Source: an optimization exercise on an open RTL-to-GDS flow (aim: small area, a short achievable clock period and few clock cycles). Production flows keep margins and buffers that such runs may drop. The RTL was checked by simulation tests, not by an equivalence proof against the original design.

## div
module div (
    input wire clk,
    input wire rst_n,
    input wire [32-1:0] dividend_i,
    input wire [32-1:0] divisor_i,
    input wire                       start_i,
    input wire                       ctrl_ready_i,
    input wire [                3:0] op_i,
    output wire [32-1:0] result_o,
    output reg                        busy_o,
    output reg                        valid_o
);
    localparam [1:0] S_IDLE = 2'd0, S_PREP = 2'd1, S_ITER = 2'd2, S_FIN = 2'd3;
    reg  [1:0] state;
    reg [31:0] r;       
    reg [31:0] x;       
    reg [31:0] q;       
    reg  [4:0] cnt;
    reg  [4:0] pa, pb;  
    reg        sa, sb;  
    reg        is_rem;   
    reg        cin;      
    function automatic [4:0] msb32(input [31:0] v);
        reg [7:0] nz;
        reg [1:0] p [0:7];
        reg [2:0] g;
        integer i;
        begin
            for (i = 0; i < 8; i = i + 1) begin
                nz[i]   = |v[4*i+:4];
                p[i][1] = v[4*i+3] | v[4*i+2];
                p[i][0] = v[4*i+3] | (~v[4*i+2] & v[4*i+1]);
            end
            g[2] = |nz[7:4];
            g[1] = g[2] ? (nz[7] | nz[6]) : (nz[3] | nz[2]);
            g[0] = g[2] ? (nz[7] | (~nz[6] & nz[5])) : (nz[3] | (~nz[2] & nz[1]));
            msb32 = {g, p[g]};
        end
    endfunction
    wire        sgn_i = op_i[0] | op_i[2];
    wire        sa_i  = sgn_i & dividend_i[31];
  ...
Size in the first run: ~2,100 cells after synthesis, ~120 flip-flops, about 110 I/O pins, roughly 12,000 µm² of cells after synthesis.
export LEC_CHECK = 0
export ABC_AREA = 1
export CAP_MARGIN = 20
export CORE_MARGIN = 2
export CORE_UTILIZATION = 50
export CTS_BUF_LIST = sky130_fd_sc_hd__clkbuf_8
export PLACE_DENSITY = 0.55
export SETUP_SLACK_MARGIN = 4.6
export SLEW_MARGIN = 20
create_clock -name core_clock -period 8.0 [get_ports {clk}]
standard.sh (not shown) runs the stock make flow with config.mk's settings and CLKGATE_MAP_FILE= SYNTH_SCRIPT=/design/flow/synth_recipe.tcl, a recipe that flattens the netlist after the stock synthesis.
==> flow/flow/run.sh <==
#!/bin/bash
# The standard layout (the standard.sh, standard synthesis included),
# with the port buffers that ORFS inserts before global placement made
# from sky130_fd_sc_hd__buf_1 instead of the library's pick.
set -euo pipefail
export BUFFER_PORTS_ARGS="-buffer_cell sky130_fd_sc_hd__buf_1"
bash standard.sh > standard.log 2>&1
The baseline produced a clean layout.
Testbench counts at the start, summed over its fixed seeds: cycles 63,187.
Edit:
==> flow/flow/run.sh (replaced) <==
#!/bin/bash
set -euo pipefail
export BUFFER_PORTS_ARGS="-buffer_cell sky130_fd_sc_hd__buf_1"
export RECOVER_POWER=50
bash standard.sh > standard.log 2>&1
--- a/flow/config.mk
+++ b/flow/config.mk
@@ -14 +14 @@
-export SETUP_SLACK_MARGIN = 4.6
+export SETUP_SLACK_MARGIN = 4.75
After rerunning: With this change the flow finished with max-capacitance violations, max-slew violations left. Synthesized cell count does not change. Utilization increases by 0.44 points. Routed wire length rose by about 2%. Fmax shrinks by 39%. Clock skew barely changes. Register-to-register slack got worse by 2.1 ns. Setup slack loses 2.1 ns.

Another version of the RTL of div (not shown whole).
For scale: ~110 I/O pins, roughly 14000 sq um of cells after synthesis.
export LEC_CHECK = 0
export ABC_AREA = 1
export CAP_MARGIN = 20
export CORE_MARGIN = 2
export CORE_UTILIZATION = 40
export PLACE_DENSITY = 0.65
export SETUP_SLACK_MARGIN = 4
export SLEW_MARGIN = 20
create_clock -name core_clock -period 8.0 [get_ports {clk}]
run.sh (not shown) runs the stock make flow with config.mk's settings and CLKGATE_MAP_FILE= SYNTH_SCRIPT=/design/flow/synth_recipe.tcl, a recipe that flattens the netlist after the stock synthesis.
Stock flow here: none of the scripts above is used.
Testbench counts at the start, summed over its fixed seeds: cycles 63,313.
==> next run, changes <==
Settings changed: ABC_AREA 1 to default, SETUP_SLACK_MARGIN 4 to 5.
What happened: Wire length goes up by a few percent. Synthesized cell count goes down by about a fifth. Register-to-register slack gets worse by 0.16 ns. Final cell count goes down by roughly a tenth.
==> next run, changes <==
Settings changed: ABC_AREA from default to 1, SETUP_SLACK_MARGIN 5 to 4.5.
Outcome: The changed run produced a clean layout; sequential share of layout area is higher by 2.4 points; setup slack is better by 0.65 ns.
==> next run, changes <==
Settings changed: CORE_UTILIZATION 40 to 55, PLACE_DENSITY 0.65 to 0.7, SETUP_SLACK_MARGIN 4.5 to 4.
What happened: The changed run finished clean. Clock-buffer cell count decreases by 3. Utilization rises by 13 points. Final cell count fell by about 7%.
==> next run, changes <==
Settings changed: SETUP_SLACK_MARGIN 4 to 4.5.
Result: The new run passed the timing, design-rule and antenna checks; fmax goes up by 13%; register-to-register slack is better by 0.49 ns; synthesized cell count is unchanged; setup slack improves by 0.46 ns.

The RTL this note starts from:
==> flow/design.v <==
module div (
    input wire clk,
    input wire rst_n,
    input wire [32-1:0] dividend_i,
    input wire [32-1:0] divisor_i,
    input wire                       start_i,
    input wire                       ctrl_ready_i,
    input wire [                3:0] op_i,
    output wire [32-1:0] result_o,
    output reg                        busy_o,
    output reg                        valid_o
);
    localparam [1:0] S_IDLE = 2'd0, S_PREP = 2'd1, S_ITER = 2'd2, S_FIN = 2'd3;
    reg  [1:0] state;
    reg [31:0] r;       
    reg [31:0] x;       
    reg [31:0] q;       
    reg  [4:0] cnt;
    reg  [4:0] pa, pb;  
    reg        sa, sb;  
    reg        is_rem;   
    reg        cin;      
    function automatic [4:0] msb32(input [31:0] v);
        reg [7:0] nz;
        reg [1:0] p [0:7];
        reg [2:0] g;
        integer i;
        begin
            for (i = 0; i < 8; i = i + 1) begin
                nz[i]   = |v[4*i+:4];
                p[i][1] = v[4*i+3] | v[4*i+2];
                p[i][0] = v[4*i+3] | (~v[4*i+2] & v[4*i+1]);
            end
            g[2] = |nz[7:4];
            g[1] = g[2] ? (nz[7] | nz[6]) : (nz[3] | nz[2]);
            g[0] = g[2] ? (nz[7] | (~nz[6] & nz[5])) : (nz[3] | (~nz[2] & nz[1]));
            msb32 = {g, p[g]};
        end
    endfunction
    wire        sgn_i = op_i[0] | op_i[2];
    wire        sa_i  = sgn_i & dividend_i[31];
    wire        sb_i  = sgn_i & divisor_i[31];
    wire [31:0] a_m   = dividend_i ^ {32{sa_i}};    
    wire [31:0] b_m   = divisor_i ^ {32{sb_i}};     
    wire [32:0] sum;
    wire        cout = sum[32];
    add32 u_add (.a(r), .b(x), .ci(cin), .s(sum));
    wire        prep = (state == S_PREP);
    wire [31:0] inc_in = prep ? r : (is_rem ? (r ^ {32{sa}}) : ~q);
    wire        inc_c  = (prep | is_rem) ? sa : 1'b1;
    wire [31:0] inc_out;
    inc32 u_inc (.a(inc_in), .ci(inc_c), .s(inc_out));
    wire [5:0] kk = {1'b0, pa} + {5'd0, sa} - {1'b0, pb};
    wire [4:0] k  = kk[4:0];
    reg  [31:0] x_init;
    always @(*) begin
        x_init = x;
        if (k[0]) x_init = {x_init[30:0], {1{~sb}}};
        if (k[1]) x_init = {x_init[29:0], {2{~sb}}};
        if (k[2]) x_init = {x_init[27:0], {4{~sb}}};
        if (k[3]) x_init = {x_init[23:0], {8{~sb}}};
        if (k[4]) x_init = {x_init[15:0], {16{~sb}}};
    end
    wire bz = ~sb & (&x);                           
    wire lt = ~cout;
    wire early = bz | ((sa & ~sb) ? kk[5] : lt);
    assign result_o = q;
    always @(posedge clk) begin
        if (!rst_n) begin
            state   <= S_IDLE;
            busy_o  <= 1'b0;
            valid_o <= 1'b0;
        end else begin
            case (state)
                S_IDLE: begin
                    if (ctrl_ready_i) begin
                        valid_o <= 1'b0;
                        if (start_i) begin
                            state  <= S_PREP;
                            busy_o <= 1'b1;
                        end
                    end
                end
                S_PREP: begin
                    if (early) begin
                        if (sa & is_rem) begin
                            state <= S_FIN;
                        end else begin
                            state   <= S_IDLE;
                            busy_o  <= 1'b0;
                            valid_o <= 1'b1;
                        end
                    end else begin
                        state <= S_ITER;
                    end
                end
                S_ITER: begin
                    if (cnt == 5'd0) begin
                        if (is_rem | (sa ^ sb)) begin
                            state <= S_FIN;
                        end else begin
                            state   <= S_IDLE;
                            busy_o  <= 1'b0;
                            valid_o <= 1'b1;
                        end
                    end
                end
                default: begin   
                    state   <= S_IDLE;
                    busy_o  <= 1'b0;
                    valid_o <= 1'b1;
                end
            endcase
        end
    end
    always @(posedge clk) begin
        pa <= msb32(a_m);
        pb <= msb32(b_m | {31'd0, sb_i});
        case (state)
            S_IDLE:  x <= ~b_m;
            S_PREP:  x <= x_init;
            default: x <= {1'b1, x[31:1]};
        endcase
        cnt <= (state == S_PREP) ? k : cnt - 5'd1;
        cin <= (state == S_IDLE) ? (sa_i | ~sb_i) : ~sb;
        case (state)
            S_IDLE: begin
                r      <= a_m;
                sa     <= sa_i;
                sb     <= sb_i;
                is_rem <= op_i[2] | op_i[3];
            end
            S_PREP: begin
                r <= inc_out;
                q <= is_rem ? inc_out : {32{bz}};
            end
            S_ITER: begin
                if (cout) r <= sum[31:0];
                q <= {q[30:0], cout};
            end
            default: begin   
                q <= inc_out;
            end
        endcase
    end
endmodule
module add32 (
    input  wire [31:0] a,
    input  wire [31:0] b,
    input  wire        ci,
    output wire [32:0] s
);
    reg [31:0] g [0:5];
    reg [31:0] p [0:5];
    integer l, i;
    always @(*) begin
        g[0] = a & b;
        p[0] = a ^ b;
        g[0][0] = g[0][0] | (p[0][0] & ci);
        for (l = 0; l < 5; l = l + 1) begin
            g[l+1] = g[l];
            p[l+1] = p[l];
            for (i = 0; i < 32; i = i + 1)
                if ((i >> l) & 1) begin
                    g[l+1][i] = g[l][i] | (p[l][i] & g[l][((i >> l) << l) - 1]);
                    p[l+1][i] = p[l][i] & p[l][((i >> l) << l) - 1];
                end
        end
    end
    assign s = {g[5][31], (a ^ b) ^ {g[5][30:0], ci}};
endmodule
module inc32 (
    input  wire [31:0] a,
    input  wire        ci,
    output wire [31:0] s
);
    reg [31:0] t [0:5];
    integer l, i;
    always @(*) begin
        t[0] = a;
        t[0][0] = a[0] & ci;
        for (l = 0; l < 5; l = l + 1) begin
            t[l+1] = t[l];
            for (i = 0; i < 32; i = i + 1)
                if ((i >> l) & 1) t[l+1][i] = t[l][i] & t[l][((i >> l) << l) - 1];
        end
    end
    assign s = a ^ {t[5][30:0], ci};
endmodule
==> flow/config.mk <==
export PLATFORM = sky130hd
export DESIGN_NAME = div
export DESIGN_NICKNAME = div
export VERILOG_FILES = /design/flow/design.v
export SDC_FILE = /design/flow/constraint.sdc
export NUM_CORES = 4
export LEC_CHECK = 0
export ABC_AREA = 1
export CAP_MARGIN = 20
export CORE_MARGIN = 2
export CORE_UTILIZATION = 50
export PLACE_DENSITY = 0.65
export SETUP_SLACK_MARGIN = 4.75
export SLEW_MARGIN = 20
export TNS_END_PERCENT = 5
==> flow/constraint.sdc <==
create_clock -name core_clock -period 8.0 [get_ports {clk}]
set_input_delay 1.6000 -clock core_clock [delete_from_list [all_inputs] [get_ports {clk}]]
set_output_delay 1.6000 -clock core_clock [all_outputs]
set_load 0.01 [all_outputs]
standard.sh (not shown) runs the stock make flow with config.mk's settings and CLKGATE_MAP_FILE= SYNTH_SCRIPT=/design/flow/synth_recipe.tcl, a recipe that flattens the netlist after the stock synthesis.
==> flow/flow/run.sh <==
#!/bin/bash
# The standard layout (the standard.sh, standard synthesis included),
# with the port buffers that ORFS inserts before global placement made
# from sky130_fd_sc_hd__buf_1 instead of the library's pick.
set -euo pipefail
export BUFFER_PORTS_ARGS="-buffer_cell sky130_fd_sc_hd__buf_1"
bash standard.sh > standard.log 2>&1
The baseline went through all stages and came out clean.
Testbench counts at the start, summed over its fixed seeds: cycles 63,187.
Change:
--- a/flow/config.mk
+++ b/flow/config.mk
@@ -15 +15 @@
-export TNS_END_PERCENT = 5
+export TNS_END_PERCENT = 0
=>
- final area falls by 0.49%
- worst setup slack gains 21 ps
- sequential share of layout area rises by 0.11 points
Change:
--- a/flow/config.mk
+++ b/flow/config.mk
@@ -11,0 +12 @@
+export CTS_BUF_LIST = sky130_fd_sc_hd__clkbuf_4 sky130_fd_sc_hd__clkbuf_8
@@ -15 +15,0 @@
-export TNS_END_PERCENT = 0
After rerunning: The new run finished with timing, DRC and antenna clean; cell area falls by 1.5%; clock-buffer cell count falls by 2; core utilization falls by 0.89 points; global-route usage rises by 0.13 points.

[port drivers added, routing unchanged]
The flow's constraints put no driver on any port. The routed layouts listed below were extracted and timed again, unchanged, in two steps. Step 1 (the two cells are an assumption about what drives the block):
set clk [get_ports {clk}]
set_driving_cell -lib_cell sky130_fd_sc_hd__clkbuf_16 $clk
set_driving_cell -lib_cell sky130_fd_sc_hd__buf_2 [delete_from_list [all_inputs] $clk]
Step 2 adds t to the input delays and takes it off the output delays; t is the mean of the earliest and latest rising clock arrival at the registers after step 1. Input paths then give back, and output paths get back, about the clock's delay inside the block. Three values: ideal ports, drivers, drivers and shift; two values: the first two.
run | t (ns) | setup slack, ns | hold WS [ns] | worst slew at a driven data input, ns | pins driven straight from the clock port
the first run of note 1 | 0.502 | 4.727 / 4.727 / 4.288 | 0.467 / 0.467 / 0.467 | 0.03 | 1
the second run of note 1 | 0.502 | 2.598 / 2.598 / 2.598 | 0.473 / 0.473 / 0.473 | 0.03 | 1
the first run of note 2 | 0.506 | 4.037 / 4.037 / 3.642 | 0.449 / 0.449 / 0.449 | 0.04 | 1
the second run of note 2 | 0.498 | 3.876 / 3.876 / 3.876 | 0.604 / 0.604 / 0.604 | 0.06 | 1
the third run of note 2 | 0.484 | 4.522 / 4.522 / 4.190 | 0.448 / 0.448 / 0.448 | 0.04 | 1
the fourth run of note 2 | 0.481 | 4.109 / 4.131 / 3.649 | 0.450 / 0.450 / 0.450 | 0.06 | 1
the fifth run of note 2 | 0.480 | 4.570 / 4.596 / 4.116 | 0.445 / 0.445 / 0.445 | 0.06 | 1
the first run of note 3 | 0.477 | 4.760 / 4.760 / 4.425 | 0.475 / 0.475 / 0.475 | 0.04 | 1
the second run of note 3 | 0.478 | 4.781 / 4.781 / 4.350 | 0.475 / 0.475 / 0.475 | 0.04 | 1
the third run of note 3 | 0.510 | 4.827 / 4.827 / 4.412 | 0.477 / 0.477 / 0.477 | 0.04 | 1
For the fourth run of note 2, which loses most, drivers alone change the setup slack by +0.022 ns; drivers and shift together by -0.460 ns.
